This design comes from an exercise in tuning for small area and a short achievable clock period on the open sky130 flow, not from production work.
The RTL was checked by simulation tests, not by an equivalence proof against the original design.
No activity file was given, so power comes from the tool's default toggle rates.

<file path="design/flow/constraint.sdc">
create_clock -name core_clock -period 5.0 [get_ports {clk}]
set_input_delay 1.0000 -clock core_clock [delete_from_list [all_inputs] [get_ports {clk}]]
set_output_delay 1.0000 -clock core_clock [all_outputs]
set_load 0.01 [all_outputs]
</file>
<file path="design/flow/run.sh">
#!/bin/bash
# synth_recipe.tcl (not shown) runs the flow's synth.tcl, then flattens the netlist and writes it again
# the make line also repeats each setting of config.mk as NAME=value (left out here)
make -C /OpenROAD-flow-scripts/flow DESIGN_CONFIG=/design/flow/config.mk WORK_HOME=/design/flow/orfs CLKGATE_MAP_FILE= SYNTH_SCRIPT=/design/flow/synth_recipe.tcl finish
</file>
<file path="design/flow/config.mk">
export PLATFORM = sky130hd
export DESIGN_NAME = pic_core
export DESIGN_NICKNAME = pic_core
export VERILOG_FILES = /design/flow/design.v
export SDC_FILE = /design/flow/constraint.sdc
export NUM_CORES = 4
export LEC_CHECK = 0
export CAP_MARGIN = 20
export CORE_MARGIN = 2
export CORE_UTILIZATION = 60
export CTS_BUF_LIST = sky130_fd_sc_hd__clkbuf_8 sky130_fd_sc_hd__clkbuf_16
export CTS_CLUSTER_DIAMETER = 100
export CTS_CLUSTER_SIZE = 24
export SETUP_SLACK_MARGIN = 3.5
export SLEW_MARGIN = 20
export TNS_END_PERCENT = 0
</file>
<file path="design/flow/design.v">
module pic_core(
    input            clk,
    input            rst,
    input[31:0]      irq,
    output           exi,
    output[4:0]      exi_code,
    input            mgmt_req,
    input[31:0]      mgmt_adr,
    output reg       mgmt_ack,
    input            mgmt_rwn,
    input[1:0]       mgmt_wen,
    input[31:0]      mgmt_txd,
    output reg       mgmt_rxe,
    output[31:0]     mgmt_rxd
);
localparam LAT = 15;     
function le11(input[10:0] a, input[10:0] b);
    reg[15:0] l, ng;
    integer j, w;
    begin
        l  = 0;
        ng = 16'hffff;
        for(j = 0; j < 11; j = j + 1)
        begin
            l[j]  = !a[j] & b[j];
            ng[j] = !a[j] | b[j];
        end
        for(w = 8; w >= 1; w = w / 2)
            for(j = 0; j < w; j = j + 1)
            begin
                l[j]  = l[2*j+1] | (ng[2*j+1] & l[2*j]);
                ng[j] = l[2*j+1] | (ng[2*j+1] & ng[2*j]);
            end
        le11 = ng[0];
    end
endfunction
function le_key(input[5:0] a, input[4:0] ca, input[5:0] b, input[4:0] cb, input z);
    reg[7:0] l, ng;
    integer j, w;
    begin
        l  = 0;
        ng = 8'hff;
        for(j = 0; j < 6; j = j + 1)
        begin
            l[j]  = !a[j] & b[j];
            ng[j] = !a[j] | b[j];
        end
        for(w = 4; w >= 1; w = w / 2)
            for(j = 0; j < w; j = j + 1)
            begin
                l[j]  = l[2*j+1] | (ng[2*j+1] & l[2*j]);
                ng[j] = l[2*j+1] | (ng[2*j+1] & ng[2*j]);
            end
        le_key = l[0] | (ng[0] & (z | le11({6'd0, ca}, {6'd0, cb})));
    end
endfunction
reg mgmt_fin, busy, issue;
always @(posedge clk or posedge rst)
begin
    if(rst)
    begin
        busy     <= 0;
        issue    <= 0;
        mgmt_fin <= 0;
    end else
    begin
        busy     <= !mgmt_fin && mgmt_req;
        issue    <= !busy     && mgmt_req;
        mgmt_fin <= issue;
    end
end
reg       rwn, wen, hit;
reg[4:0]  cfg_adr, cfg_din;
always @(posedge clk)
begin
    rwn     <= mgmt_rwn;
    wen     <= mgmt_wen[0];
    hit     <= mgmt_adr[15:5] == 11'd1;
    cfg_adr <= mgmt_adr[4:0];
    cfg_din <= mgmt_txd[4:0];
end
wire vld = issue && hit;
always @(posedge clk or posedge rst)
begin
    if(rst)
    begin
        mgmt_ack <= 0;
        mgmt_rxe <= 0;
    end else
    begin
        mgmt_ack <= vld;
        mgmt_rxe <= vld && rwn;
    end
end
reg[159:0] pri;
reg[4:0]   rd_adr;
reg[4:0]   rxd;
always @(posedge clk)
begin
    if(vld) rd_adr <= cfg_adr;
    rxd <= pri[rd_adr*5+:5];
end
genvar i;
generate
for(i = 0; i < 32; i = i + 1)
begin: g_pri
always @(posedge clk)
    if(vld && wen && cfg_adr == i) pri[i*5+:5] <= cfg_din;
end
endgenerate
assign mgmt_rxd = {27'd0, rxd};
reg        rclr;
reg[31:0]  nvld;         
reg[159:0] cnt;
always @(posedge clk or posedge rst)
begin
    if(rst) rclr <= 1;
    else    rclr <= 0;
end
generate
for(i = 0; i < 32; i = i + 1)
begin: g_line
always @(posedge clk)
begin
    nvld[i]      <= !irq[i];
    cnt[i*5+:5]  <= (rclr ? 5'd0 : cnt[i*5+:5]) + (nvld[i] && irq[i] ? 5'd1 : 5'd0);
end
end
endgenerate
reg[15:0]  v1, w1;
reg[79:0]  p1;
reg[8*13-1:0]  lv2;
reg[4*14-1:0]  lv3;
reg[2*15-1:0]  lv4;
reg[5:0]       lv5;
generate
for(i = 0; i < 16; i = i + 1)
begin: g_l1
    wire[5:0] a = {nvld[2*i], pri[(2*i)*5+:5]}, b = {nvld[2*i+1], pri[(2*i+1)*5+:5]};
    wire[4:0] ca = cnt[(2*i)*5+:5], cb = cnt[(2*i+1)*5+:5];
    wire w = !le_key(a, ca, b, cb, rclr);
    always @(posedge clk)
    begin
        v1[i] <= !(a[5] && b[5]);
        w1[i] <= w;
        p1[i*5+:5] <= w ? b[4:0] : a[4:0];
    end
end
for(i = 0; i < 8; i = i + 1)
begin: g_l2
    wire[4:0] ca = w1[2*i]   ? cnt[(4*i+1)*5+:5] : cnt[(4*i)*5+:5];
    wire[4:0] cb = w1[2*i+1] ? cnt[(4*i+3)*5+:5] : cnt[(4*i+2)*5+:5];
    wire[11:0] a = {!v1[2*i],   p1[(2*i)*5+:5],   ca, w1[2*i]};
    wire[11:0] b = {!v1[2*i+1], p1[(2*i+1)*5+:5], cb, w1[2*i+1]};
    wire w = le11(a[11:1], b[11:1]);
    always @(posedge clk)
        lv2[i*13+:13] <= w ? {a[11:1], 1'b0, a[0:0]} : {b[11:1], 1'b1, b[0:0]};
end
for(i = 0; i < 4; i = i + 1)
begin: g_l3
    wire[12:0] a = lv2[(2*i)*13+:13], b = lv2[(2*i+1)*13+:13];
    wire w = le11(a[12:2], b[12:2]);
    always @(posedge clk)
        lv3[i*14+:14] <= w ? {a[12:2], 1'b0, a[1:0]} : {b[12:2], 1'b1, b[1:0]};
end
for(i = 0; i < 2; i = i + 1)
begin: g_l4
    wire[13:0] a = lv3[(2*i)*14+:14], b = lv3[(2*i+1)*14+:14];
    wire w = le11(a[13:3], b[13:3]);
    always @(posedge clk)
        lv4[i*15+:15] <= w ? {a[13:3], 1'b0, a[2:0]} : {b[13:3], 1'b1, b[2:0]};
end
endgenerate
wire[14:0] fa = lv4[14:0], fb = lv4[29:15];
wire fw = le11(fa[14:4], fb[14:4]);
always @(posedge clk)
    lv5 <= fw ? {!fa[14], 1'b0, fa[3:0]} : {!fb[14], 1'b1, fb[3:0]};
reg[5:0] dly[6:LAT];
integer s;
always @(posedge clk)
begin
    dly[6] <= lv5;
    for(s = 7; s <= LAT; s = s + 1)
        dly[s] <= dly[s-1];
end
assign exi      = dly[LAT][5];
assign exi_code = dly[LAT][4:0];
endmodule
</file>
==> results of run 1 <==
## routing by layer
metal,vias to the layer above,share of wire [%],wire [um]
li1,10100,-,-
met1,9920,44,30400
met2,365,50,34000
met3,101,3.4,2350
met4,0,2.8,1890
met5,-,0,0
## logic make-up (layout without fill, tap and decap cells)
group                    count (synthesis)  after routing
flip-flops                             749            749
AO/OA/AOI/OAI                          315            315
other                                    1             28
multiplexers                           336            336
AND/OR/NAND/NOR                        729            729
buffers and inverters                  409            498
adder cells (fa/ha/maj)                265            266
XOR/XNOR                                96             96
## final cells by class
class                           instances  area (sq um)
Clock buffer                           39           976
Clock inverter                         21           100
Fill cell                            4055         17500
Inverter                              315          1190
Multi-Input combinational cell       1770         14300
Sequential cell                       749         16700
Tap cell                              688           861
Timing Repair Buffer                  123          1240
## registers in the layout (all words and copies together), names as in the netlist, 30 cells and up
name,count
nvld,32
p1,80
pri,160
lv2,104
lv3,56
dly,60
lv4,30
cnt,160
## repair_timing
| item | in CTS | in global routing |
|---|---|---|
| cloned | 1 | 1 |
| pin swaps | 11 | 32 |
| endpoints found under the setup margin | 605 | 606 |
| buffers inserted | 26 | 14 |
| gates resized for setup | 47 | 78 |
| hold buffers | 0 | 0 |
## cell usage in the layout, fill, tap and decap left out, drive strengths merged, types with 9 or more instances in the layout
cell type / n
nor3: 9
a221oi: 15
maj3: 202
a21oi: 63
mux2: 169
buf: 51
nand2b: 76
mux4: 50
o211ai: 14
o22ai: 14
o21a: 14
nor2: 224
mux2i: 117
xnor2: 72
edfxtp: 165
a31oi: 19
a211oi: 12
dfxtp: 578
nor2b: 159
o221ai: 11
clkdlybuf4s50: 70
inv: 335
o21ai: 81
clkbuf: 41
xor2: 24
a22oi: 12
nand3: 78
conb: 28
nand2: 146
and2: 21
ha: 64
## worst max path at each step
stage	startpoint	to	slack, ns	cells past startpoint
floorplan	lv2[15]	lv3[10]	2.60	9
global placement	w1[10]	lv2[75]	1.94	7
detailed placement	w1[10]	lv2[75]	1.88	7
CTS	lv2[15]	lv3[3]	2.45	9
global route	rclr	p1[1]	2.41	9
finish	rd_adr[1]	rxd[4]	2.42	4
## power by group through the flow
| stage | combinational (mW) | clock, mW | sequential [mW] |
|---|---|---|---|
| 4_1_cts | 1.56 | 3.39 | 7.06 |
| 2_1_floorplan | 1.15 | 0 | 7.07 |
| 6_report | 1.62 | 3.30 | 7.06 |
| 3_5_place_dp | 1.46 | 0 | 7.19 |
| 3_3_place_gp | 1.42 | 0 | 7.19 |
| 5_1_grt | 1.77 | 3.59 | 7.13 |
## critical path, cell delays in order, from the launching register on
cell      delay, ns
edfxtp_1       0.73
buf_6          0.40
mux4_2         0.43
mux4_2         0.54
mux2_2         0.33
## stage by stage
step / setup WS (ns) / utilization (%) / instance area, sq um / hold slack, ns / total power, mW
after floorplan: 2.60 / - / 32300 / 0.310 / 8.22
after global placement: 1.94 / 63.2 / 33400 / 0.311 / 8.61
after detailed placement: 1.88 / 63.2 / 33400 / 0.312 / 8.66
after CTS: 2.45 / 66.1 / 34900 / 0.327 / 12.0
after global routing: 2.41 / 66.9 / 35400 / 0.339 / 12.5
final: 2.42 / 66.9 / 35400 / 0.331 / 12.0
==> results.py, run 1 <==
metrics = {
    "outcome": {
        "outcome": "finished clean",
    },
    "global_routing": {
        "use_met1_pct": 31.3,
        "grt_usage_pct": 24.3,
        "grt.met3_usage_pct": 2.56,
        "use_met2_pct": 42.8,
        "grt.overflow.total": 0,
        "grt_max_degree": 61,
        "antenna_found_initial": 1,
        "grt_busiest_layer": "met2",
        "grt_pass1_vias": 20400,
        "grt_pass1_wl_mm": 107,
    },
    "logic_synthesis": {
        "synth_cell_types": 75,
        "ys_ff_latch": 749,
        "synthAdderAreaFrac_pct": 8.86,
        "muxShareOfSynthArea_pct": 13.4,
        "syn-instance-count": 2900,
        "async_flop_share_pct": 0.801,
        "synth.cell_area_sq_um": 32200,
        "synth-simple-area-share_pct": 11.1,
        "synth_edf_count": 165,
        "synth_area_leaders": "dfxtp_1 36%, edfxtp_1 15%, maj3_1 5.2%",
        "yosysMostFrequentCell": "dfxtp_1",
        "synth_top_family_by_area": "multiplexers",
        "synth_top_area_cell": "dfxtp_1",
        "yosysWarnings": 2,
        "synthFlopType": "dfxtp_1",
        "seq_area_frac_synth_pct": 51.8,
        "yosysTopAreaCellShare_pct": 35.9,
        "postSynthAreaPerCell_sq_um": 11.1,
        "synth_common_cells": "578 x dfxtp_1, 315 x inv_1, 223 x nor2_1",
        "synth_compound_area_share_pct": 6.78,
        "synthXorXnorAreaFrac_pct": 2.61,
    },
    "timing": {
        "fin_skew_ns": 0.0223,
        "fmax_mhz": 388,
        "relSlewSlack_pct": 42.1,
        "period_share_pct": 51.5,
        "drv_slew": 0,
        "rsz0062_at_grt": "yes",
        "hold_viol_final": 0,
        "tightest_slew_ns": 0.868,
        "fin_crit_ns": 2.58,
        "finalSetupTns_ns": 0,
        "setup_viol": 0,
    },
    "floorplan": {
        "fp-row-count": 84,
        "fp.dieW_um": 236,
        "pin_count": 142,
        "core_sq_um": 52900,
        "dieArea_sq_um": 55500,
        "initial_core_util_pct": 60.9,
        "die_h_um": 236,
    },
    "cts": {
        "cts.clk_slew.worst_paths_ns": 0.09,
        "cts_buffers": 37,
        "cts_root_buf": "clkbuf_16",
        "clockBufferDepth": 3,
        "h-tree-depth": 2,
        "clk-insertion-delay-late_ns": 0.59,
        "cts_sinks": 749,
        "cts_tree": "built",
    },
    "power_and_ir_drop": {
        "p_seq_share_pct": 58.9,
        "powerDensity_nw_per_um2": 339,
        "vdd_drop_max_uv": 341,
        "switching_share_pct": 24.9,
        "p_int_mw": 9.00,
        "switching_power_mw": 2.98,
        "combPwrFrac_pct": 13.6,
        "clkPwrFrac_pct": 27.5,
        "leakagePower_nw": 14.0,
    },
    "detailed_routing": {
        "drt_iter0_drc": 1091,
        "drtAntennaViolNets": 0,
        "wire_per_inst_um": 18.5,
        "avgViaCountPerCell": 5.52,
        "totalWireLength_mm": 68.7,
        "dr.pass1.iters": 5,
        "drc": 0,
        "vias": 20500,
    },
    "hold_path": {
        "hold_start": "dly[11][3]",
        "holdPathEnd": "dly[12][3]",
        "whs_path_depth": 0,
        "worstHoldPathType": "flip-flop to flip-flop",
    },
    "worst_setup_path": {
        "worstRegToRegCells": 4,
        "worstPathMaxFanout": 30,
        "required_ns": 5.47,
        "r2r_end": "rxd[4]",
        "critPathCaptureType": "flip-flop",
        "cp_data_arrival_time_ns": 3.05,
        "crit_path_start_kind": "flip-flop",
        "r2r_start": "rd_adr[1]",
        "worst-setup-path-type": "flip-flop to flip-flop",
        "ff2ff_setup_slack_ns": 2.42,
    },
    "placement": {
        "dpl.hpwl_mm": 50.1,
        "port_buffers": 70,
        "routabilityCongestion": 0.854,
        "place_inst": 3602,
    },
    "run": {
        "maxCapViolations": 0,
    },
    "layout": {
        "area_growth_pct": 9.86,
        "diodes": 0,
        "layout-drive-gt1-share_pct": 14.1,
        "stdcell_count": 3705,
        "finalNetCount": 3162,
    },
}
==> inputs of run 2 (changes only) <==
--- a/design/flow/config.mk
+++ b/design/flow/config.mk
@@ -5,12 +5,13 @@
 export SDC_FILE = /design/flow/constraint.sdc
 export NUM_CORES = 4
 export LEC_CHECK = 0
+export ABC_AREA = 1
 export CAP_MARGIN = 20
 export CORE_MARGIN = 2
 export CORE_UTILIZATION = 60
 export CTS_BUF_LIST = sky130_fd_sc_hd__clkbuf_8 sky130_fd_sc_hd__clkbuf_16
 export CTS_CLUSTER_DIAMETER = 100
 export CTS_CLUSTER_SIZE = 24
-export SETUP_SLACK_MARGIN = 3.5
+export SETUP_SLACK_MARGIN = 2.9
 export SLEW_MARGIN = 20
 export TNS_END_PERCENT = 0
==> results.py, run 2 <==
metrics = {
    "worst_setup_path": {
        "cp_top_family": "buffers and inverters",
        "worstPathMaxFanout": 31,
        "crit_path_start_kind": "flip-flop",
        "crit_chain": "clkinvlp_4, buf_6, o21ai_0, o21ai_0, o21ai_0, nand2_1, nand2_1, nand2_1",
        "critPathBufInv": 2,
        "slowest_delay_ns": 0.52,
        "cp_data_arrival_time_ns": 2.76,
        "critPathCaptureType": "flip-flop",
        "worst-setup-path-type": "flip-flop to flip-flop",
        "crit_slowest_cell": "edfxtp_1",
        "required_ns": 5.50,
    },
    "logic_synthesis": {
        "synth_edf_count": 165,
        "synth_common_cells": "1,307 x nand2_1, 578 x dfxtp_1, 573 x inv_1",
        "synth.cell_area_sq_um": 32900,
        "postSynthAreaPerCell_sq_um": 7.65,
        "synth_top_area_cell": "dfxtp_1",
        "yosysWarnings": 2,
        "yosysTopAreaCellShare_pct": 35.2,
        "synth_cell_types": 42,
        "ys_ff_latch": 749,
        "synthFlopType": "dfxtp_1",
        "syn-instance-count": 4298,
        "async_flop_share_pct": 0.801,
        "synth_area_leaders": "dfxtp_1 35%, edfxtp_1 15%, nand2_1 15%",
        "seq_area_frac_synth_pct": 50.7,
        "yosysMostFrequentCell": "nand2_1",
    },
    "global_routing": {
        "grt_pass1_wl_mm": 118,
        "use_met2_pct": 41.9,
        "grt.met3_usage_pct": 3.35,
        "grt_pass1_vias": 23800,
        "use_met1_pct": 36.4,
        "grt_busiest_layer": "met2",
        "antenna_found_initial": 1,
        "grt.overflow.total": 0,
        "grt_usage_pct": 25.8,
        "grt_max_degree": 63,
    },
    "timing": {
        "setup_ws_ns": 2.75,
        "tightest_slew_ns": 0.718,
        "setup_viol": 0,
        "finalSetupTns_ns": 0,
        "fmax_mhz": 444,
        "drv_slew": 0,
        "hold_viol_final": 0,
        "relSlewSlack_pct": 52.1,
        "fin_skew_ns": 0.0204,
        "period_share_pct": 45.1,
        "rsz0062_at_grt": "yes",
        "hold_ws_ns": 0.330,
        "fin_crit_ns": 2.25,
    },
    "cts": {
        "clockBufferDepth": 3,
        "cts_sinks": 749,
        "h-tree-depth": 2,
        "cts_buffers": 37,
        "cts_root_buf": "clkbuf_16",
        "hold_buffers": 0,
        "clk-insertion-delay-late_ns": 0.59,
        "cts_tree": "built",
        "cts.clk_slew.worst_paths_ns": 0.10,
    },
    "detailed_routing": {
        "totalWireLength_mm": 72.9,
        "vias": 26000,
        "drtAntennaViolNets": 0,
        "dr.pass1.iters": 5,
        "drt_iter0_drc": 1962,
        "wire_per_inst_um": 14.5,
        "avgViaCountPerCell": 5.17,
        "drc": 0,
    },
    "layout": {
        "finalNetCount": 4492,
        "layout-drive-gt1-share_pct": 3.89,
        "diodes": 0,
        "top_regs": "cnt: 160 flops, pri: 160 flops, lv2: 104 flops",
        "area_growth_pct": 6.52,
        "mostFrequentLayoutCells": "1,306 x nand2_1, 585 x inv_1, 574 x dfxtp_1",
        "layout_commonest_cell": "nand2_1",
    },
    "placement": {
        "port_buffers": 70,
        "routabilityCongestion": 0.897,
        "pre_cts_slack_ns": 2.47,
        "dpl.hpwl_mm": 54.1,
    },
    "hold_path": {
        "worstHoldPathType": "flip-flop to flip-flop",
    },
    "power_and_ir_drop": {
        "switching_power_mw": 3.59,
        "vdd_drop_max_uv": 308,
        "p_seq_share_pct": 57.3,
        "powerDensity_nw_per_um2": 359,
        "clkPwrFrac_pct": 26.7,
        "switching_share_pct": 28.6,
        "combPwrFrac_pct": 15.9,
        "leakagePower_nw": 16.8,
        "p_int_mw": 8.99,
    },
    "floorplan": {
        "pin_count": 142,
        "initial_core_util_pct": 60.9,
        "fp.dieW_um": 238,
        "fp-row-count": 85,
        "core_sq_um": 54000,
        "dieArea_sq_um": 56700,
        "die_h_um": 238,
    },
    "run": {
        "maxCapViolations": 0,
    },
    "outcome": {
        "outcome": "finished clean",
    },
}
-- run 2: changes by cell type after synthesis, sizes merged, moves of 159 or more --
cell,change
mux2,-169
nand2,+1181
maj3,-200
nand3,+307
nor2b,-159
o21ai,+169
inv,+276
-- run 2: power by group through the flow --
| stage | clock network, mW | registers, mW | logic [mW] |
|---|---|---|---|
| floorplan | 0 | 7.20 | 1.52 |
| global placement | 0 | 7.35 | 1.99 |
| detailed placement | 0 | 7.35 | 2.02 |
| CTS | 3.47 | 7.21 | 2.01 |
| global route | 3.67 | 7.28 | 2.31 |
| finish | 3.36 | 7.21 | 2.00 |
-- run 2: worst paths after layout --
check                      startpoint          to  slack, ns  cells past startpoint
max                         rd_adr[1]      rxd[0]       2.75                      8
min                        dly[11][1]  dly[12][1]       0.33                      0
max reg2reg                 rd_adr[1]      rxd[0]       2.75                      8
min reg2reg                dly[11][1]  dly[12][1]       0.33                      0
max in group asynchronous         rst        rclr       4.15                      2
min in group asynchronous         rst       issue       0.60                      2
-- run 2: cell type report --
class                           instances  area (sq um)
Fill cell                            4780         19000
Sequential cell                       749         16700
Multi-Input combinational cell       2850         13300
Inverter                              591          2230
Clock buffer                           40           990
Tap cell                              696           871
Timing Repair Buffer                   95           868
Clock inverter                         17           108
Timing Repair inverter                  2          12.5
-- run 2: worst reg2reg max path: stages, from the launching register on --
cell and delay [ns]:
edfxtp_1 0.52, clkinvlp_4 0.41, buf_6 0.33, o21ai_0 0.11, o21ai_0 0.13, o21ai_0 0.43
nand2_1 0.11, nand2_1 0.08, nand2_1 0.05
-- run 2: routing by layer --
layer  vias up  routed length, um  share of wire, %
met5         -                 12             0.016
met4         2               1660               2.3
met3       104               4240               5.8
met2       634              32300                44
met1     11600              34700                48
li1      13700                  -                 -
-- run 2: repair_timing --
action / CTS / global route
resized for setup: 45 / 3
cloned: 2 / 0
pin swaps: 0 / 0
setup buffers: 1 / 0
endpoints found under the setup margin: 104 / 231
-- run 2: per-stage QoR --
step	instance area [sq um]	utilization (%)	cells	power, mW
6_report	35000	64.9	5040	12.6
5_1_grt	35000	64.9	5040	13.3
4_1_cts	35000	64.8	5040	12.7
3_5_place_dp	33900	62.8	4980	9.36
3_3_place_gp	33900	62.8	4980	9.33
2_1_floorplan	33000	-	4325	8.72
-- run 2: cells by family (layout without fill, tap and decap cells) --
kind of cell	count (synthesis)	after routing	synth area share [%]
other	1	28	0.0114
AO/OA/AOI/OAI	582	582	9.96
AND/OR/NAND/NOR	2126	2126	26.3
flip-flops	749	749	50.7
buffers and inverters	726	745	9.27
adder cells (fa/ha/maj)	65	65	2.46
XOR/XNOR	49	49	1.30
==> inputs of run 3 (changes only) <==
--- a/design/flow/config.mk
+++ b/design/flow/config.mk
@@ -12,6 +12,6 @@
 export CTS_BUF_LIST = sky130_fd_sc_hd__clkbuf_8 sky130_fd_sc_hd__clkbuf_16
 export CTS_CLUSTER_DIAMETER = 100
 export CTS_CLUSTER_SIZE = 24
-export SETUP_SLACK_MARGIN = 2.9
+export SETUP_SLACK_MARGIN = 2.6
 export SLEW_MARGIN = 20
 export TNS_END_PERCENT = 0
==> results.py, run 3 <==
metrics = {
    "floorplan": {
        "pin_count": 142,
        "fp-row-count": 85,
        "die_h_um": 238,
        "dieArea_sq_um": 56700,
        "initial_core_util_pct": 60.9,
        "core_sq_um": 54000,
        "fp.dieW_um": 238,
    },
    "layout": {
        "mostFrequentLayoutCells": "1,307 x nand2_1, 586 x inv_1, 578 x dfxtp_1",
        "top_regs": "cnt: 160 flops, pri: 160 flops, lv2: 104 flops",
        "layout-drive-gt1-share_pct": 3.52,
        "fin_area_sq_um": 35000,
        "stdcell_count": 5038,
        "fill_cells": 4774,
        "diodes": 0,
        "layout_commonest_cell": "nand2_1",
        "finalNetCount": 4490,
        "area_growth_pct": 6.54,
    },
    "timing": {
        "rsz0062_at_grt": "yes",
        "setup_viol": 0,
        "drv_slew": 0,
        "tightest_slew_ns": 1.06,
        "relSlewSlack_pct": 29.2,
        "fin_crit_ns": 2.57,
        "hold_viol_final": 0,
        "setup_ws_ns": 2.43,
        "fin_skew_ns": 0.0245,
        "finalSetupTns_ns": 0,
        "period_share_pct": 51.5,
        "fmax_mhz": 388,
    },
    "logic_synthesis": {
        "ys_ff_latch": 749,
        "seq_area_frac_synth_pct": 50.7,
        "synth_common_cells": "1,307 x nand2_1, 578 x dfxtp_1, 573 x inv_1",
        "async_flop_share_pct": 0.801,
        "yosysMostFrequentCell": "nand2_1",
        "yosysWarnings": 2,
        "synth_edf_count": 165,
        "yosysTopAreaCellShare_pct": 35.2,
        "synthFlopType": "dfxtp_1",
        "synth_top_area_cell": "dfxtp_1",
        "synth_cell_types": 42,
        "syn-instance-count": 4298,
        "synth_area_leaders": "dfxtp_1 35%, edfxtp_1 15%, nand2_1 15%",
        "postSynthAreaPerCell_sq_um": 7.65,
        "synth.cell_area_sq_um": 32900,
    },
    "worst_setup_path": {
        "worstPathMaxFanout": 1,
        "critPathCaptureType": "primary output",
        "required_ns": 4.00,
        "cp_data_arrival_time_ns": 1.57,
        "worstRegToRegCells": 8,
        "critPathBufInv": 1,
        "worst-setup-path-type": "flip-flop to primary output",
        "crit_path_start_kind": "flip-flop",
        "slowest_delay_ns": 0.57,
        "crit_slowest_cell": "clkdlybuf4s50_1",
        "cp_top_family": "buffers and inverters",
        "crit_cells": 1,
        "crit_chain": "clkdlybuf4s50_1",
    },
    "placement": {
        "dpl.hpwl_mm": 54.1,
        "place_inst": 4980,
        "pre_cts_slack_ns": 2.47,
        "port_buffers": 70,
        "routabilityCongestion": 0.897,
        "place_area_sq_um": 33900,
    },
    "power_and_ir_drop": {
        "vdd_drop_max_uv": 307,
        "leakagePower_nw": 16.8,
        "powerDensity_nw_per_um2": 359,
    },
    "detailed_routing": {
        "totalWireLength_mm": 72.8,
        "vias": 26000,
        "avgViaCountPerCell": 5.16,
        "drtAntennaViolNets": 0,
        "wire_per_inst_um": 14.4,
        "dr.pass1.iters": 8,
        "drc": 0,
        "drt_iter0_drc": 1905,
    },
    "cts": {
        "cts_tree": "built",
        "cts_sinks": 749,
        "hold_buffers": 0,
        "cts_root_buf": "clkbuf_16",
        "cts_buffers": 37,
        "cts.clk_slew.worst_paths_ns": 0.10,
        "h-tree-depth": 2,
        "clockBufferDepth": 3,
        "clk-insertion-delay-late_ns": 0.60,
    },
    "global_routing": {
        "grt.overflow.total": 0,
        "grt_pass1_vias": 23700,
        "antenna_found_initial": 1,
        "grt_pass1_wl_mm": 117,
        "grt_max_degree": 63,
        "grt_usage_pct": 25.6,
    },
    "run": {
        "maxCapViolations": 0,
    },
    "hold_path": {
        "worstHoldPathType": "flip-flop to flip-flop",
        "whs_path_depth": 0,
    },
    "outcome": {
        "outcome": "finished clean",
    },
}
[run 3: cell count changes in the layout (fill, tap and decap cells not counted), sizes merged]
cell / change
inv: +1
clkdlybuf4s50: +12
clkinvlp: -3
buf: -7
clkdlybuf4s15: -2
dlygate4sd2: -4
dlymetal6s2s: +1
[run 3: cells by family after synthesis]
kind of cell | after synthesis | share of synthesized area (%)
AND/OR/NAND/NOR | 2126 | 26.3
flip-flops | 749 | 50.7
buffers and inverters | 726 | 9.27
AO/OA/AOI/OAI | 582 | 9.96
adder cells (fa/ha/maj) | 65 | 2.46
XOR/XNOR | 49 | 1.30
other | 1 | 0.0114
[run 3: metrics by stage]
step                total power, mW  utilization [%]  hold slack (ns)
floorplan                      8.72                -            0.310
global placement               9.33             62.8            0.311
detailed placement             9.36             62.8            0.312
CTS                            12.7             64.9            0.332
global route                   13.3             64.9            0.337
finish                         12.6             64.9            0.330
[run 3: where the power goes]
part / switching [mW] / internal (mW) / total [mW] / leakage (nW)
clock network: 1.87 / 1.49 / 3.37 / 0.588
logic: 1.35 / 0.657 / 2.01 / 9.89
registers: 0.366 / 6.85 / 7.21 / 6.36
total: 3.59 / 9.00 / 12.6 / 16.8
[run 3: per-layer routing]
layer	global-route usage (%)	vias to the layer above	wire length [um]
met4	6.74	2	1650
met2	41.7	664	32300
met3	3.22	106	4100
met5	0	-	12
met1	36.3	11500	34700
li1	-	13700	-
[run 3: cell type report]
class,count,area [sq um],share of cell area [%]
sequential,749,16700,47.6
clock inverter,17,108,0.307
inverter,591,2220,6.34
clock buffer,40,990,2.82
timing repair buffer,95,903,2.58
multi-input combinational,2850,13300,37.9
tap,696,871,2.48
[run 3: repair_timing]
item,4_1_cts,5_1_grt
endpoints found under the setup margin,17,31
setup buffers,0,1
resized for setup,1,1
[run 3: final timing paths]
path | start | slack, ns | end
setup / recovery | rxd[3] | 2.43 | mgmt_rxd[3]
hold / removal | dly[11][1] | 0.33 | dly[12][1]
setup reg to reg | rd_adr[1] | 2.67 | rxd[2]
hold reg to reg | dly[11][1] | 0.33 | dly[12][1]
max in group asynchronous | rst | 4.16 | rclr
min in group asynchronous | rst | 0.60 | issue
==> inputs of run 4 (changes only) <==
--- a/design/flow/config.mk
+++ b/design/flow/config.mk
@@ -12,6 +12,6 @@
 export CTS_BUF_LIST = sky130_fd_sc_hd__clkbuf_8 sky130_fd_sc_hd__clkbuf_16
 export CTS_CLUSTER_DIAMETER = 100
 export CTS_CLUSTER_SIZE = 24
-export SETUP_SLACK_MARGIN = 2.6
+export SETUP_SLACK_MARGIN = 3.35
 export SLEW_MARGIN = 20
 export TNS_END_PERCENT = 0
==> results.py, run 4 <==
metrics = {
    "timing": {
        "fmax_mhz": 474,
        "rsz0062_at_grt": "yes",
        "drv_slew": 0,
        "period_share_pct": 42.2,
        "hold_viol_final": 0,
        "fin_skew_ns": 0.0193,
        "fin_crit_ns": 2.11,
        "setup_ws_ns": 2.89,
        "relSlewSlack_pct": 44.6,
        "tightest_slew_ns": 0.830,
        "hold_ws_ns": 0.323,
        "setup_viol": 0,
        "finalSetupTns_ns": 0,
    },
    "power_and_ir_drop": {
        "vdd_drop_max_uv": 308,
        "powerDensity_nw_per_um2": 347,
        "power.total_mw": 12.6,
        "leakagePower_nw": 16.7,
    },
    "cts": {
        "cts.clk_slew.worst_paths_ns": 0.10,
        "clk-insertion-delay-late_ns": 0.59,
        "h-tree-depth": 2,
        "clockBufferDepth": 3,
        "cts_sinks": 749,
        "cts_buffers": 37,
        "cts_root_buf": "clkbuf_16",
        "cts_tree": "built",
    },
    "placement": {
        "routabilityCongestion": 0.877,
        "pre_cts_slack_ns": 2.46,
        "dpl.hpwl_mm": 55.5,
        "place_inst": 4975,
        "place_area_sq_um": 35000,
        "port_buffers": 70,
    },
    "worst_setup_path": {
        "cp_top_family": "flip-flops",
        "crit_chain": "buf_2",
        "worst-setup-path-type": "flip-flop to primary output",
        "critPathBufInv": 1,
        "worstPathMaxFanout": 1,
        "slowest_delay_ns": 0.38,
        "crit_slowest_cell": "dfxtp_2",
        "required_ns": 4.00,
        "cp_data_arrival_time_ns": 1.11,
        "crit_path_start_kind": "flip-flop",
        "critPathCaptureType": "primary output",
    },
    "detailed_routing": {
        "totalWireLength_mm": 75.5,
        "avgViaCountPerCell": 5.21,
        "drc": 0,
        "drt_iter0_drc": 1719,
        "wire_per_inst_um": 15.0,
        "dr.pass1.iters": 5,
        "drtAntennaViolNets": 0,
        "vias": 26200,
    },
    "layout": {
        "finalCoreUtilization_pct": 67.1,
        "area_growth_pct": 10.2,
        "finalNetCount": 4488,
        "mostFrequentLayoutCells": "1,267 x nand2_1, 569 x dfxtp_1, 553 x inv_1",
        "fin_area_sq_um": 36300,
        "stdcell_count": 5036,
        "layout_commonest_cell": "nand2_1",
        "top_regs": "cnt: 160 flops, pri: 160 flops, lv2: 104 flops",
        "layout-drive-gt1-share_pct": 8.71,
    },
    "logic_synthesis": {
        "synth_top_area_cell": "dfxtp_1",
        "synth_edf_count": 165,
        "postSynthAreaPerCell_sq_um": 7.65,
        "syn-instance-count": 4298,
        "synth_cell_types": 42,
        "yosysTopAreaCellShare_pct": 35.2,
        "ys_ff_latch": 749,
        "synthFlopType": "dfxtp_1",
        "yosysMostFrequentCell": "nand2_1",
        "synth_area_leaders": "dfxtp_1 35%, edfxtp_1 15%, nand2_1 15%",
        "synth_common_cells": "1,307 x nand2_1, 578 x dfxtp_1, 573 x inv_1",
        "async_flop_share_pct": 0.801,
        "yosysWarnings": 2,
        "seq_area_frac_synth_pct": 50.7,
        "synth.cell_area_sq_um": 32900,
    },
    "global_routing": {
        "grt_pass1_wl_mm": 122,
        "grt_max_degree": 60,
        "antenna_found_initial": 5,
        "grt_usage_pct": 26.9,
        "grt.overflow.total": 0,
        "grt_pass1_vias": 23900,
    },
    "floorplan": {
        "pin_count": 142,
        "initial_core_util_pct": 60.9,
        "core_sq_um": 54000,
        "dieArea_sq_um": 56700,
        "fp-row-count": 85,
        "die_h_um": 238,
        "fp.dieW_um": 238,
    },
    "hold_path": {
        "worstHoldPathType": "flip-flop to flip-flop",
    },
    "run": {
        "maxCapViolations": 0,
    },
    "outcome": {
        "outcome": "finished clean",
    },
}
==> run 4: cell types whose count changed in the layout (fill, tap and decap cells not counted), moves of 29 or more <==
cell     change
ha_1        -64
ha_4        +64
nand2_1     -40
o21ai_0     -40
o21ai_1     +38
inv_1       -33
nand3_1     -32
nand3_2     +32
inv_2       +31
nor2_1      -30
nor2_2      +30
nand2_2     +29
==> run 4: layer usage <==
| layer | part of all wire [%] | up-vias | global-route usage [%] |
|---|---|---|---|
| li1 | - | 13700 | - |
| met1 | 46 | 11800 | 36.5 |
| met2 | 47 | 575 | 45.5 |
| met3 | 5.3 | 96 | 3.57 |
| met4 | 2.4 | 0 | 7.16 |
| met5 | 0 | - | 0 |
==> run 4: path summary, 6_finish.rpt <==
path	end	cells after the start	slack [ns]	start
hold reg to reg	dly[7][5]	0	0.32	dly[6][5]
setup reg to reg	cnt[18]	4	3.03	rclr
setup / recovery	mgmt_rxd[3]	1	2.89	rxd[3]
max in group asynchronous	rclr	2	4.13	rst
hold / removal	dly[7][5]	0	0.32	dly[6][5]
min in group asynchronous	busy	2	0.62	rst
==> run 4: final cells by class <==
cell class | count | area [sq um]
Sequential cell | 749 | 16700
Multi-Input combinational cell | 2850 | 14500
Fill cell | 4673 | 17800
Clock inverter | 16 | 76.3
Inverter | 591 | 2220
Antenna cell | 1 | 2.50
Timing Repair Buffer | 93 | 897
Clock buffer | 40 | 990
Tap cell | 696 | 871
==> run 4: power breakdown <==
group	leakage, nW	total, mW	switching (mW)	internal (mW)
Clock	0.565	3.32	1.88	1.44
Sequential	6.36	7.22	0.376	6.85
Combinational	9.80	2.05	1.38	0.670
==> run 4: cells by family after synthesis <==
logic type | after synthesis | synth area share, %
flops | 749 | 50.7
xor+xnor | 49 | 1.30
simple gates | 2126 | 26.3
fa+ha+maj | 65 | 2.46
other cells | 1 | 0.0114
compound gates | 582 | 9.96
buf+inv | 726 | 9.27
==> run 4: repair_timing <==
| item | CTS | global route |
|---|---|---|
| resized for setup | 71 | 49 |
| setup buffers | 2 | 2 |
| cloned | 0 | 0 |
| setup endpoints to repair | 610 | 599 |
| hold endpoints to repair | 0 | 0 |
| hold buffers | 0 | 0 |
==> inputs of run 5 (changes only) <==
--- a/design/flow/config.mk
+++ b/design/flow/config.mk
@@ -12,6 +12,6 @@
 export CTS_BUF_LIST = sky130_fd_sc_hd__clkbuf_8 sky130_fd_sc_hd__clkbuf_16
 export CTS_CLUSTER_DIAMETER = 100
 export CTS_CLUSTER_SIZE = 24
-export SETUP_SLACK_MARGIN = 3.35
+export SETUP_SLACK_MARGIN = 3.5
 export SLEW_MARGIN = 20
 export TNS_END_PERCENT = 0
==> results.py, run 5 <==
metrics = {
    "timing": {
        "setup_viol": 0,
        "hold_viol_final": 0,
        "rsz0062_at_grt": "yes",
        "drv_slew": 0,
        "fin_crit_ns": 2.11,
        "finalSetupTns_ns": 0,
        "fmax_mhz": 474,
        "fin_skew_ns": 0.0193,
        "tightest_slew_ns": 0.830,
        "relSlewSlack_pct": 44.6,
        "period_share_pct": 42.2,
    },
    "detailed_routing": {
        "totalWireLength_mm": 75.5,
        "drc": 0,
        "wire_per_inst_um": 15.0,
        "dr.pass1.iters": 5,
        "drtAntennaViolNets": 0,
        "vias": 26200,
        "avgViaCountPerCell": 5.21,
        "drt_iter0_drc": 1719,
    },
    "logic_synthesis": {
        "yosysMostFrequentCell": "nand2_1",
        "synth_top_area_cell": "dfxtp_1",
        "synth_edf_count": 165,
        "synthFlopType": "dfxtp_1",
        "synth_cell_types": 42,
        "async_flop_share_pct": 0.801,
        "syn-instance-count": 4298,
        "seq_area_frac_synth_pct": 50.7,
        "postSynthAreaPerCell_sq_um": 7.65,
        "synth.cell_area_sq_um": 32900,
        "synth_area_leaders": "dfxtp_1 35%, edfxtp_1 15%, nand2_1 15%",
        "yosysTopAreaCellShare_pct": 35.2,
        "ys_ff_latch": 749,
        "synth_common_cells": "1,307 x nand2_1, 578 x dfxtp_1, 573 x inv_1",
        "yosysWarnings": 2,
    },
    "global_routing": {
        "grt_pass1_vias": 23900,
        "grt_max_degree": 60,
        "antenna_found_initial": 5,
        "grt.overflow.total": 0,
        "grt_pass1_wl_mm": 122,
        "grt_usage_pct": 26.9,
    },
    "cts": {
        "hold_buffers": 0,
        "cts_tree": "built",
        "clk-insertion-delay-late_ns": 0.59,
        "cts_root_buf": "clkbuf_16",
        "cts_sinks": 749,
        "clockBufferDepth": 3,
        "cts.clk_slew.worst_paths_ns": 0.10,
        "h-tree-depth": 2,
        "cts_buffers": 37,
    },
    "worst_setup_path": {
        "worst-setup-path-type": "flip-flop to primary output",
        "cp_data_arrival_time_ns": 1.11,
        "worstPathMaxFanout": 1,
        "cp_top_family": "flip-flops",
        "crit_path_start_kind": "flip-flop",
        "cp-startpoint": "rxd[3]",
        "critPathBufInv": 1,
        "critPathCaptureType": "primary output",
        "required_ns": 4.00,
        "crit_chain": "buf_2",
        "crit_slowest_cell": "dfxtp_2",
        "r2r_start": "rclr",
        "slowest_delay_ns": 0.38,
    },
    "power_and_ir_drop": {
        "leakagePower_nw": 16.7,
        "vdd_drop_max_uv": 308,
        "power.total_mw": 12.6,
        "powerDensity_nw_per_um2": 347,
    },
    "placement": {
        "dpl.hpwl_mm": 55.5,
        "port_buffers": 70,
        "routabilityCongestion": 0.877,
    },
    "floorplan": {
        "initial_core_util_pct": 60.9,
        "fp.dieW_um": 238,
        "core_sq_um": 54000,
        "dieArea_sq_um": 56700,
        "pin_count": 142,
        "fp-row-count": 85,
        "die_h_um": 238,
    },
    "hold_path": {
        "hold_start": "dly[6][5]",
        "worstHoldPathType": "flip-flop to flip-flop",
    },
    "outcome": {
        "outcome": "finished clean",
    },
    "run": {
        "maxCapViolations": 0,
    },
    "layout": {
        "top_regs": "cnt: 160 flops, pri: 160 flops, lv2: 104 flops",
        "layout_commonest_cell": "nand2_1",
        "layout-drive-gt1-share_pct": 8.71,
        "finalNetCount": 4488,
        "mostFrequentLayoutCells": "1,267 x nand2_1, 569 x dfxtp_1, 553 x inv_1",
        "area_growth_pct": 10.2,
    },
}
run 5: cell counts after synthesis:
Identical to the previous run, type by type.
run 5: worst paths after layout:
| check | cells past startpoint | endpoint | slack [ns] |
|---|---|---|---|
| setup / recovery | 1 | mgmt_rxd[3] | 2.89 |
| hold / removal | 0 | dly[7][5] | 0.32 |
| setup reg to reg | 4 | cnt[18] | 3.03 |
| hold reg to reg | 0 | dly[7][5] | 0.32 |
| max in group asynchronous | 2 | rclr | 4.13 |
| min in group asynchronous | 2 | busy | 0.62 |
run 5: per-stage QoR:
| step | area [sq um] | cells | util [%] | setup WS [ns] | hold WS (ns) |
|---|---|---|---|---|---|
| 6_report | 36300 | 5036 | 67.1 | 2.89 | 0.323 |
| 5_1_grt | 36300 | 5035 | 67.1 | 2.82 | 0.335 |
| 4_1_cts | 36100 | 5033 | 66.8 | 2.86 | 0.331 |
| 3_5_place_dp | 35000 | 4975 | 64.8 | 2.46 | 0.312 |
| 3_3_place_gp | 35000 | 4975 | 64.8 | 2.48 | 0.311 |
| 2_1_floorplan | 34100 | 4325 | - | 3.33 | 0.310 |
run 5: timing repair:
item                                    CTS  global route
endpoints found under the hold margin     0             0
resized for setup                        71            49
endpoints found under the setup margin  613           603
buffers inserted                          2             2
run 5: per-layer routing:
layer | up-vias | GRT usage (%) | part of all wire (%)
met5 | - | 0 | 0
met4 | 0 | 7.16 | 2.4
met3 | 96 | 3.57 | 5.3
met2 | 575 | 45.5 | 47
met1 | 11800 | 36.5 | 46
li1 | 13700 | - | -
run 5: cell families after synthesis:
| group | share of synthesized area (%) |
|---|---|
| xor+xnor | 1.30 |
| other cells | 0.0114 |
| simple gates | 26.3 |
| compound gates | 9.96 |
| buf+inv | 9.27 |
| flops | 50.7 |
| fa+ha+maj | 2.46 |
run 5: layout make-up:
type / instances / area [sq um]
fillers: 4673 / 17800
flip-flops and latches: 749 / 16700
multi-input cells: 2850 / 14500
inverters: 591 / 2220
clock buffers: 40 / 990
repair buffers: 93 / 897
well taps: 696 / 871
clock inverters: 16 / 76.3
diodes: 1 / 2.50
run 5: where the power goes:
group | switching (mW) | total (mW) | leakage, nW | internal (mW)
registers | 0.376 | 7.22 | 6.36 | 6.85
clock network | 1.88 | 3.32 | 0.565 | 1.44
logic | 1.38 | 2.05 | 9.80 | 0.670
total | 3.64 | 12.6 | 16.7 | 8.96
==> inputs of run 6 (changes only) <==
--- a/design/flow/config.mk
+++ b/design/flow/config.mk
@@ -12,6 +12,6 @@
 export CTS_BUF_LIST = sky130_fd_sc_hd__clkbuf_8 sky130_fd_sc_hd__clkbuf_16
 export CTS_CLUSTER_DIAMETER = 100
 export CTS_CLUSTER_SIZE = 24
-export SETUP_SLACK_MARGIN = 3.5
+export SETUP_SLACK_MARGIN = 3.2
 export SLEW_MARGIN = 20
 export TNS_END_PERCENT = 0
==> results.py, run 6 <==
metrics = {
    "outcome": {
        "outcome": "finished clean",
    },
    "global_routing": {
        "grt_busiest_layer": "met2",
        "use_met1_pct": 36.7,
        "grt.met3_usage_pct": 3.77,
        "use_met2_pct": 41.2,
        "grt_usage_pct": 25.9,
        "antenna_found_initial": 0,
        "grt.overflow.total": 0,
        "grt_pass1_wl_mm": 118,
        "grt_pass1_vias": 23700,
        "grt_max_degree": 63,
    },
    "layout": {
        "finalCoreUtilization_pct": 64.9,
        "stdcell_count": 5048,
        "layout-drive-gt1-share_pct": 4.48,
        "finalNetCount": 4498,
        "diodes": 0,
        "layout_commonest_cell": "nand2_1",
        "fin_area_sq_um": 35100,
        "mostFrequentLayoutCells": "1,299 x nand2_1, 587 x inv_1, 568 x dfxtp_1",
        "fill_cells": 4780,
        "top_regs": "cnt: 160 flops, pri: 160 flops, lv2: 104 flops",
        "area_growth_pct": 6.66,
    },
    "hold_path": {
        "worstHoldPathType": "flip-flop to flip-flop",
    },
    "detailed_routing": {
        "wire_per_inst_um": 14.6,
        "totalWireLength_mm": 73.5,
        "drt_iter0_drc": 2082,
        "dr.pass1.iters": 5,
        "vias": 26100,
        "avgViaCountPerCell": 5.17,
        "drtAntennaViolNets": 0,
        "drc": 0,
    },
    "timing": {
        "fin_crit_ns": 2.11,
        "fin_skew_ns": 0.0230,
        "finalSetupTns_ns": 0,
        "fmax_mhz": 473,
        "rsz0062_at_grt": "yes",
        "hold_ws_ns": 0.332,
        "tightest_slew_ns": 0.808,
        "drv_slew": 0,
        "setup_viol": 0,
        "relSlewSlack_pct": 46.2,
        "period_share_pct": 42.3,
        "hold_viol_final": 0,
    },
    "floorplan": {
        "dieArea_sq_um": 56700,
        "initial_core_util_pct": 60.9,
        "die_h_um": 238,
        "core_sq_um": 54000,
        "pin_count": 142,
        "fp.dieW_um": 238,
        "fp-row-count": 85,
    },
    "logic_synthesis": {
        "async_flop_share_pct": 0.801,
        "synthFlopType": "dfxtp_1",
        "synth.cell_area_sq_um": 32900,
        "postSynthAreaPerCell_sq_um": 7.65,
        "seq_area_frac_synth_pct": 50.7,
        "synth_edf_count": 165,
        "syn-instance-count": 4298,
        "synth_area_leaders": "dfxtp_1 35%, edfxtp_1 15%, nand2_1 15%",
        "ys_ff_latch": 749,
        "yosysWarnings": 2,
        "synth_cell_types": 42,
        "synth_top_area_cell": "dfxtp_1",
        "yosysMostFrequentCell": "nand2_1",
        "yosysTopAreaCellShare_pct": 35.2,
        "synth_common_cells": "1,307 x nand2_1, 578 x dfxtp_1, 573 x inv_1",
    },
    "cts": {
        "cts_tree": "built",
        "cts.clk_slew.worst_paths_ns": 0.10,
        "cts_root_buf": "clkbuf_16",
        "cts_buffers": 37,
        "h-tree-depth": 2,
        "cts_sinks": 749,
        "clockBufferDepth": 3,
        "hold_buffers": 0,
        "clk-insertion-delay-late_ns": 0.61,
    },
    "power_and_ir_drop": {
        "leakagePower_nw": 16.9,
        "vdd_drop_max_uv": 273,
        "powerDensity_nw_per_um2": 357,
    },
    "placement": {
        "place_area_sq_um": 33900,
        "routabilityCongestion": 0.877,
        "place_inst": 4979,
        "dpl.hpwl_mm": 53.9,
        "port_buffers": 70,
    },
    "worst_setup_path": {
        "required_ns": 4.00,
        "crit_path_start_kind": "flip-flop",
        "worst-setup-path-type": "flip-flop to primary output",
        "crit_slowest_cell": "dfxtp_2",
        "worstPathMaxFanout": 1,
        "slowest_delay_ns": 0.37,
        "critPathCaptureType": "primary output",
        "cp_data_arrival_time_ns": 1.11,
        "critPathBufInv": 1,
        "crit_chain": "buf_2",
        "cp_top_family": "flip-flops",
    },
    "run": {
        "maxCapViolations": 0,
    },
}
[run 6: power by group]
group	internal (mW)	total (mW)	switching, mW
clock	1.43	3.33	1.90
sequential	6.85	7.23	0.380
combinational	0.647	1.98	1.34
[run 6: cell type report]
cell class                 count  area, sq um  area share [%]
inverter                     591         2230            6.35
tap                          696          871            2.48
clock inverter                20         92.6           0.264
multi-input combinational   2850        13300            37.9
timing repair buffer         101          906            2.58
timing repair inverter         2         15.0          0.0428
sequential                   749        16700            47.6
clock buffer                  39          976            2.78
[run 6: repair_timing]
action	CTS	global route
setup buffers	5	3
endpoints found under the setup margin	461	561
gates resized for setup	64	18
cloned	2	0
[run 6: worst paths after layout]
path                       startpoint     endpoint  slack (ns)  depth (start not counted)
hold reg to reg            dly[13][2]   dly[14][2]        0.33                          0
hold / removal             dly[13][2]   dly[14][2]        0.33                          0
setup / recovery               rxd[0]  mgmt_rxd[0]        2.89                          1
max in group asynchronous         rst         rclr        4.14                          2
min in group asynchronous         rst     mgmt_rxe        0.60                          2
setup reg to reg            rd_adr[1]       rxd[4]        2.96                          9
[run 6: cell families (layout without fill, tap and decap cells)]
logic type | count (synthesis) | after routing | synth area share, %
AND/OR/NAND/NOR | 2126 | 2126 | 26.3
flip-flops | 749 | 749 | 50.7
buffers and inverters | 726 | 753 | 9.27
AO/OA/AOI/OAI | 582 | 582 | 9.96
adder cells (fa/ha/maj) | 65 | 65 | 2.46
XOR/XNOR | 49 | 49 | 1.30
other | 1 | 28 | 0.0114
[run 6: per-layer routing]
layer  vias up  share of wire (%)
li1      13700                  -
met1     11700                 48
met2       643                 44
met3       100                5.9
met4         0                2.5
met5         -                  0
[run 6: through the flow]
stage	power, mW	worst slack (ns)
after floorplan	8.72	3.21
after global routing	13.2	2.85
after global placement	9.31	2.45
after detailed placement	9.35	2.43
after CTS	12.6	2.87
final	12.5	2.89
==> inputs of run 7 (changes only) <==
==> design/flow/config.mk (replaced) <==
export PLATFORM = sky130hd
export DESIGN_NAME = pic_core
export DESIGN_NICKNAME = pic_core
export VERILOG_FILES = /design/flow/design.v
export SDC_FILE = /design/flow/constraint.sdc
export NUM_CORES = 4
export LEC_CHECK = 0
export ABC_CLOCK_PERIOD_IN_PS = 1800
export CAP_MARGIN = 20
export CORE_MARGIN = 2
export CORE_UTILIZATION = 60
export SETUP_SLACK_MARGIN = 3.2
export SLEW_MARGIN = 20
==> results.py, run 7 <==
metrics = {
    "floorplan": {
        "die_h_um": 236,
        "initial_core_util_pct": 60.9,
        "fp-row-count": 84,
        "fp.dieW_um": 236,
        "dieArea_sq_um": 55500,
        "core_sq_um": 52900,
        "pin_count": 142,
    },
    "logic_synthesis": {
        "synth.cell_area_sq_um": 32200,
        "yosysWarnings": 2,
        "synth_area_leaders": "dfxtp_1 36%, edfxtp_1 15%, maj3_1 5.2%",
        "yosysMostFrequentCell": "dfxtp_1",
        "synth-simple-area-share_pct": 11.1,
        "synth_edf_count": 165,
        "async_flop_share_pct": 0.801,
        "synthXorXnorAreaFrac_pct": 2.61,
        "synth_top_area_cell": "dfxtp_1",
        "muxShareOfSynthArea_pct": 13.4,
        "synth_cell_types": 75,
        "synthFlopType": "dfxtp_1",
        "synth_top_family_by_area": "multiplexers",
        "yosysTopAreaCellShare_pct": 35.9,
        "synth_compound_area_share_pct": 6.78,
        "synth_common_cells": "578 x dfxtp_1, 315 x inv_1, 223 x nor2_1",
        "ys_ff_latch": 749,
        "syn-instance-count": 2900,
        "seq_area_frac_synth_pct": 51.8,
        "postSynthAreaPerCell_sq_um": 11.1,
        "synthAdderAreaFrac_pct": 8.86,
    },
    "global_routing": {
        "antenna_found_initial": 1,
        "grt.overflow.total": 0,
        "grt_usage_pct": 29.2,
        "grt_pass1_wl_mm": 126,
        "grt_pass1_vias": 23000,
        "grt_max_degree": 33,
    },
    "timing": {
        "hold_viol_final": 0,
        "setup_viol": 0,
        "relSlewSlack_pct": 39.6,
        "fin_skew_ns": 0.0221,
        "tightest_slew_ns": 0.906,
        "period_share_pct": 50.3,
        "rsz0062_at_grt": "yes",
        "hold_ws_ns": 0.326,
        "fmax_mhz": 397,
        "fin_crit_ns": 2.52,
        "drv_slew": 0,
        "finalSetupTns_ns": 0,
    },
    "hold_path": {
        "worstHoldPathType": "flip-flop to flip-flop",
        "hold_start": "dly[6][5]",
    },
    "detailed_routing": {
        "wire_per_inst_um": 21.1,
        "totalWireLength_mm": 84.8,
        "dr.pass1.iters": 5,
        "drtAntennaViolNets": 0,
        "vias": 22700,
        "drc": 0,
        "avgViaCountPerCell": 5.64,
        "drt_iter0_drc": 1522,
    },
    "layout": {
        "layout_commonest_cell": "dfxtp_1",
        "diodes": 0,
        "top_regs": "cnt: 160 flops, pri: 160 flops, lv2: 104 flops",
        "finalNetCount": 3430,
        "area_growth_pct": 35.0,
        "layout-drive-gt1-share_pct": 38.9,
        "stdcell_count": 4015,
        "mostFrequentLayoutCells": "509 x dfxtp_1, 277 x inv_1, 165 x edfxtp_1",
    },
    "power_and_ir_drop": {
        "clkPwrFrac_pct": 37.4,
        "combPwrFrac_pct": 15.9,
        "p_int_mw": 11.5,
        "switching_power_mw": 3.83,
        "p_seq_share_pct": 46.7,
        "switching_share_pct": 25.1,
        "vdd_drop_max_uv": 307,
        "leakagePower_nw": 17.0,
        "powerDensity_nw_per_um2": 352,
    },
    "cts": {
        "cts_tree": "built",
        "clockBufferDepth": 3,
        "cts_root_buf": "clkbuf_16",
        "hold_buffers": 0,
        "h-tree-depth": 3,
        "clk-insertion-delay-late_ns": 0.62,
        "cts.clk_slew.worst_paths_ns": 0.06,
        "cts_sinks": 749,
        "cts_buffers": 76,
    },
    "worst_setup_path": {
        "r2r_start": "w1[4]",
        "cp_data_arrival_time_ns": 3.01,
        "critPathCaptureType": "flip-flop",
        "worstPathMaxFanout": 5,
        "required_ns": 5.50,
        "worst-setup-path-type": "flip-flop to flip-flop",
        "cp-startpoint": "w1[4]",
        "crit_path_start_kind": "flip-flop",
    },
    "placement": {
        "dpl.hpwl_mm": 53.0,
        "routabilityCongestion": 0.863,
        "place_inst": 3606,
        "port_buffers": 70,
    },
    "outcome": {
        "outcome": "finished clean",
    },
    "run": {
        "maxCapViolations": 0,
    },
}
run 7: cell count changes after synthesis, moves of 159 or more:
cell     before  now
inv_1       573  315
nor2b_1       0  159
o21ai_0     239   77
nand3_1     384   78
nand2_1    1307  146
maj3_1        1  168
run 7: kinds of logic (layout without fill, tap and decap cells):
family                     after synthesis  in the layout
AOI/OAI and AO/OA                      315            316
xor gates and xnor gates                96             96
adders and majority gates              265            266
buffers and inverters                  409            805
DFF                                    749            749
muxes                                  336            336
other                                    1             28
and+or+nand+nor                        729            731
run 7: metrics by stage:
step	cell area, sq um	setup slack, ns	utilization [%]	total power [mW]
2_1_floorplan	34400	2.61	-	8.44
3_3_place_gp	35300	2.00	66.7	8.83
3_5_place_dp	35300	1.95	66.8	8.89
4_1_cts	41700	2.43	79.0	15.1
5_1_grt	43500	2.39	82.2	15.8
6_report	43500	2.48	82.2	15.3
run 7: power by group through the flow:
stage,clock network [mW],logic [mW],registers (mW)
2_1_floorplan,0,1.35,7.09
3_3_place_gp,0,1.62,7.21
3_5_place_dp,0,1.67,7.22
4_1_cts,5.80,2.23,7.12
5_1_grt,6.04,2.57,7.20
6_report,5.73,2.42,7.14
run 7: worst paths after layout:
path	cells past startpoint	to	slack, ns
min in group asynchronous	2	mgmt_ack	0.60
max in group asynchronous	2	rclr	4.15
min reg2reg	0	dly[7][5]	0.33
max reg2reg	9	lv2[34]	2.48
min	0	dly[7][5]	0.33
max	9	lv2[34]	2.48
run 7: cell type report:
cell class	instances	area, sq um
timing repair buffer	349	3940
inverter	315	1310
clock buffer	109	2160
multi-input combinational	1773	18000
tap	688	861
sequential	749	16800
clock inverter	32	362
fill	2862	9400
run 7: critical path, stage by stage (launching register included):
cell     delay [ns]
dfxtp_4        0.38
mux2i_2        0.24
inv_1          0.09
maj3_2         0.34
maj3_2         0.33
maj3_2         0.33
nor3_4         0.15
nor2_4         0.09
buf_6          0.16
mux2_4         0.29
run 7: what timing repair did:
item / CTS / global route
resized for setup: 567 / 247
pin swaps: 168 / 146
endpoints found under the setup margin: 590 / 567
setup buffers: 185 / 65
gates cloned: 16 / 2
run 7: routing by layer:
metal	up-vias	routed length [um]	GRT usage, %
met5	-	0	0
met4	0	2500	8.18
met3	155	4000	3.99
met2	635	41500	50.1
met1	11200	36800	38.8
li1	10700	-	-
==> inputs of run 8 (changes only) <==
==> design/flow/flow/run.sh (new file) <==
#!/bin/bash
# The standard layout, with plain buffers on the ports instead of the
# delay cells buffer_ports picks by default. Each ORFS step also keeps its
# own log under orfs/logs; make's output is kept in flow_make.log.
set -euo pipefail
bash standard.sh BUFFER_PORTS_ARGS="-buffer_cell sky130_fd_sc_hd__buf_2" finish > flow_make.log 2>&1
==> design/flow/standard.sh (new file) <==
#!/bin/bash
# synth_recipe.tcl (not shown) runs the flow's synth.tcl, then flattens the netlist and writes it again
# the make line also repeats each setting of config.mk as NAME=value (left out here)
make -C /OpenROAD-flow-scripts/flow DESIGN_CONFIG=/design/flow/config.mk WORK_HOME=/design/flow/orfs CLKGATE_MAP_FILE= SYNTH_SCRIPT=/design/flow/synth_recipe.tcl "${@:-finish}"
==> design/flow/config.mk (replaced) <==
export PLATFORM = sky130hd
export DESIGN_NAME = pic_core
export DESIGN_NICKNAME = pic_core
export VERILOG_FILES = /design/flow/design.v
export SDC_FILE = /design/flow/constraint.sdc
export NUM_CORES = 4
export LEC_CHECK = 0
export ABC_AREA = 1
export CAP_MARGIN = 20
export CORE_MARGIN = 2
export CORE_UTILIZATION = 60
export CTS_BUF_LIST = sky130_fd_sc_hd__clkbuf_8 sky130_fd_sc_hd__clkbuf_16
export CTS_CLUSTER_DIAMETER = 100
export CTS_CLUSTER_SIZE = 24
export SETUP_SLACK_MARGIN = 3.5
export SLEW_MARGIN = 20
export TNS_END_PERCENT = 0
removed: design/flow/run.sh
==> results.py, run 8 <==
metrics = {
    "outcome": {
        "outcome": "finished clean",
    },
    "timing": {
        "relSlewSlack_pct": 43.4,
        "fin_crit_ns": 2.11,
        "fmax_mhz": 473,
        "hold_viol_final": 0,
        "setup_viol": 0,
        "fin_skew_ns": 0.0260,
        "rsz0062_at_grt": "yes",
        "setup_ws_ns": 2.89,
        "period_share_pct": 42.3,
        "drv_slew": 0,
        "hold_ws_ns": 0.296,
        "tightest_slew_ns": 0.849,
        "finalSetupTns_ns": 0,
    },
    "global_routing": {
        "grt.overflow.total": 0,
        "grt_pass1_vias": 23900,
        "grt_max_degree": 49,
        "antenna_found_initial": 4,
        "grt_usage_pct": 26.2,
        "grt_pass1_wl_mm": 119,
    },
    "placement": {
        "routabilityCongestion": 0.889,
        "place_inst": 4976,
        "port_buffers": 70,
        "place_area_sq_um": 34600,
        "pre_cts_slack_ns": 2.53,
        "dpl.hpwl_mm": 55.4,
    },
    "cts": {
        "cts_buffers": 37,
        "cts_sinks": 749,
        "cts.clk_slew.worst_paths_ns": 0.10,
        "clk-insertion-delay-late_ns": 0.60,
        "cts_root_buf": "clkbuf_16",
        "clockBufferDepth": 3,
        "cts_tree": "built",
        "hold_buffers": 0,
        "h-tree-depth": 2,
    },
    "layout": {
        "area_growth_pct": 9.12,
        "finalNetCount": 4489,
        "mostFrequentLayoutCells": "1,267 x nand2_1, 568 x dfxtp_1, 554 x inv_1",
        "fin_area_sq_um": 35900,
        "top_regs": "cnt: 160 flops, pri: 160 flops, lv2: 104 flops",
        "layout_commonest_cell": "nand2_1",
        "layout-drive-gt1-share_pct": 10.0,
        "stdcell_count": 5037,
        "finalCoreUtilization_pct": 66.4,
        "fill_cells": 4713,
    },
    "power_and_ir_drop": {
        "powerDensity_nw_per_um2": 348,
        "clkPwrFrac_pct": 26.2,
        "switching_share_pct": 29.0,
        "vdd_drop_max_uv": 292,
        "p_int_mw": 8.88,
        "combPwrFrac_pct": 16.0,
        "power.total_mw": 12.5,
        "switching_power_mw": 3.63,
        "leakagePower_nw": 16.7,
        "p_seq_share_pct": 57.8,
    },
    "logic_synthesis": {
        "yosysMostFrequentCell": "nand2_1",
        "yosysTopAreaCellShare_pct": 35.2,
        "synth_edf_count": 165,
        "synth_area_leaders": "dfxtp_1 35%, edfxtp_1 15%, nand2_1 15%",
        "synth_common_cells": "1,307 x nand2_1, 578 x dfxtp_1, 573 x inv_1",
        "postSynthAreaPerCell_sq_um": 7.65,
        "synth_top_area_cell": "dfxtp_1",
        "syn-instance-count": 4298,
        "synth_cell_types": 42,
        "synth.cell_area_sq_um": 32900,
        "synthFlopType": "dfxtp_1",
        "yosysWarnings": 2,
        "async_flop_share_pct": 0.801,
        "seq_area_frac_synth_pct": 50.7,
        "ys_ff_latch": 749,
    },
    "worst_setup_path": {
        "critPathCaptureType": "primary output",
        "ff2ff_setup_slack_ns": 2.95,
        "slowest_delay_ns": 0.38,
        "worstPathMaxFanout": 1,
        "critPathBufInv": 1,
        "r2r_start": "rd_adr[0]",
        "worstRegToRegCells": 9,
        "worst-setup-path-type": "flip-flop to primary output",
        "crit_path_start_kind": "flip-flop",
        "crit_chain": "buf_2",
        "crit_slowest_cell": "dfxtp_2",
        "cp_top_family": "flip-flops",
        "r2r_end": "rxd[4]",
        "cp_data_arrival_time_ns": 1.11,
        "required_ns": 4.00,
    },
    "hold_path": {
        "worstHoldPathType": "input pin to asynchronous set/reset pin",
    },
    "detailed_routing": {
        "totalWireLength_mm": 74.6,
        "avgViaCountPerCell": 5.20,
        "drtAntennaViolNets": 0,
        "wire_per_inst_um": 14.8,
        "drc": 0,
        "vias": 26200,
        "drt_iter0_drc": 1745,
        "dr.pass1.iters": 6,
    },
    "run": {
        "maxCapViolations": 0,
    },
    "floorplan": {
        "core_sq_um": 54000,
        "dieArea_sq_um": 56700,
        "fp-row-count": 85,
        "pin_count": 142,
        "die_h_um": 238,
        "fp.dieW_um": 238,
        "initial_core_util_pct": 60.9,
    },
}
run 8: kinds of logic (layout without fill, tap and decap cells):
group | after synthesis | in the layout | synth area share (%)
simple gates | 2126 | 2126 | 26.3
flops | 749 | 749 | 50.7
buf+inv | 726 | 740 | 9.27
compound gates | 582 | 582 | 9.96
fa+ha+maj | 65 | 65 | 2.46
xor+xnor | 49 | 49 | 1.30
other cells | 1 | 30 | 0.0114
run 8: metal layers:
| layer | global-route usage, % | share of wire (%) | vias to the layer above |
|---|---|---|---|
| li1 | - | - | 13700 |
| met1 | 36.0 | 46 | 11800 |
| met2 | 44.4 | 46 | 595 |
| met3 | 2.42 | 5.2 | 104 |
| met4 | 7.67 | 2.8 | 0 |
| met5 | 0 | 0 | - |
run 8: worst max path at each step:
stage | startpoint | endpoint | slack, ns | cells after the start
2_1_floorplan | irq[26] | cnt[134] | 3.33 | 7
3_3_place_gp | lv2[11] | lv3[6] | 2.57 | 7
3_5_place_dp | lv3[12] | lv4[1] | 2.53 | 7
4_1_cts | mgmt_ack | mgmt_ack | 2.86 | 1
5_1_grt | mgmt_ack | mgmt_ack | 2.84 | 1
6_report | rxd[1] | mgmt_rxd[1] | 2.89 | 1
run 8: timing repair:
item,4_1_cts,5_1_grt
gates resized for setup,18,53
endpoints found under the hold margin,0,0
endpoints found under the setup margin,610,603
buffers inserted,3,1
run 8: power by group through the flow:
stage	combinational [mW]	clock, mW	sequential (mW)
after global placement	1.94	0	7.36
after CTS	1.99	3.36	7.23
after detailed placement	1.97	0	7.37
after global routing	2.31	3.57	7.29
after floorplan	1.57	0	7.20
final	2.00	3.28	7.22
run 8: final cells by class:
class | count | area (sq um) | share of cell area, %
tap | 696 | 871 | 2.43
clock buffer | 38 | 951 | 2.65
multi-input combinational | 2850 | 14500 | 40.3
clock inverter | 17 | 83.8 | 0.234
timing repair buffer | 94 | 576 | 1.60
inverter | 591 | 2230 | 6.22
sequential | 749 | 16700 | 46.5
antenna | 2 | 5.00 | 0.0139

## separate check: timing with driven ports
In the flow no input, the clock included, has a driving cell. The finished layouts below were timed again as built, in two steps. Step 1, drivers: a clkbuf_16 drives clk and a buf_2 each remaining input, both assumed. Step 2 adds t to the input delays and takes it off the output delays; t is the mean of the earliest and latest rising clock arrival at the registers after step 1. Input paths then give back, and output paths get back, about the clock's delay inside the block. Three values: ideal, step 1, step 2; two values: the first two.
run | t, ns | slack for setup (ns) | hold WS [ns] | clock arrival spread, ns | pins driven straight from the clock port
run 1 | 0.645 | 2.424 / 2.424 / 2.382 | 0.331 / 0.331 / 0.331 | 0.029 / 0.029 | 1
run 2 | 0.643 | 2.745 / 2.745 / 2.574 | 0.330 / 0.330 / 0.330 | 0.025 / 0.025 | 1
run 3 | 0.643 | 2.426 / 2.368 / 2.575 | 0.330 / 0.330 / 0.330 | 0.027 / 0.027 | 1
run 4 | 0.645 | 2.890 / 2.827 / 2.681 | 0.323 / 0.323 / 0.323 | 0.019 / 0.020 | 1
run 5 | 0.645 | 2.890 / 2.827 / 2.681 | 0.323 / 0.323 / 0.323 | 0.019 / 0.020 | 1
run 6 | 0.654 | 2.886 / 2.826 / 2.557 | 0.332 / 0.332 / 0.332 | 0.024 / 0.024 | 1
run 7 | 0.676 | 2.484 / 2.484 / 2.434 | 0.326 / 0.326 / 0.326 | 0.023 / 0.023 | 1
run 8 | 0.645 | 2.887 / 2.825 / 2.946 | 0.296 / 0.257 / 0.328 | 0.028 / 0.028 | 1
After both steps every run listed still meets setup and hold. The setup slack of run 6, which loses most, moves by -0.060 ns with the drivers and by -0.329 ns with both steps.
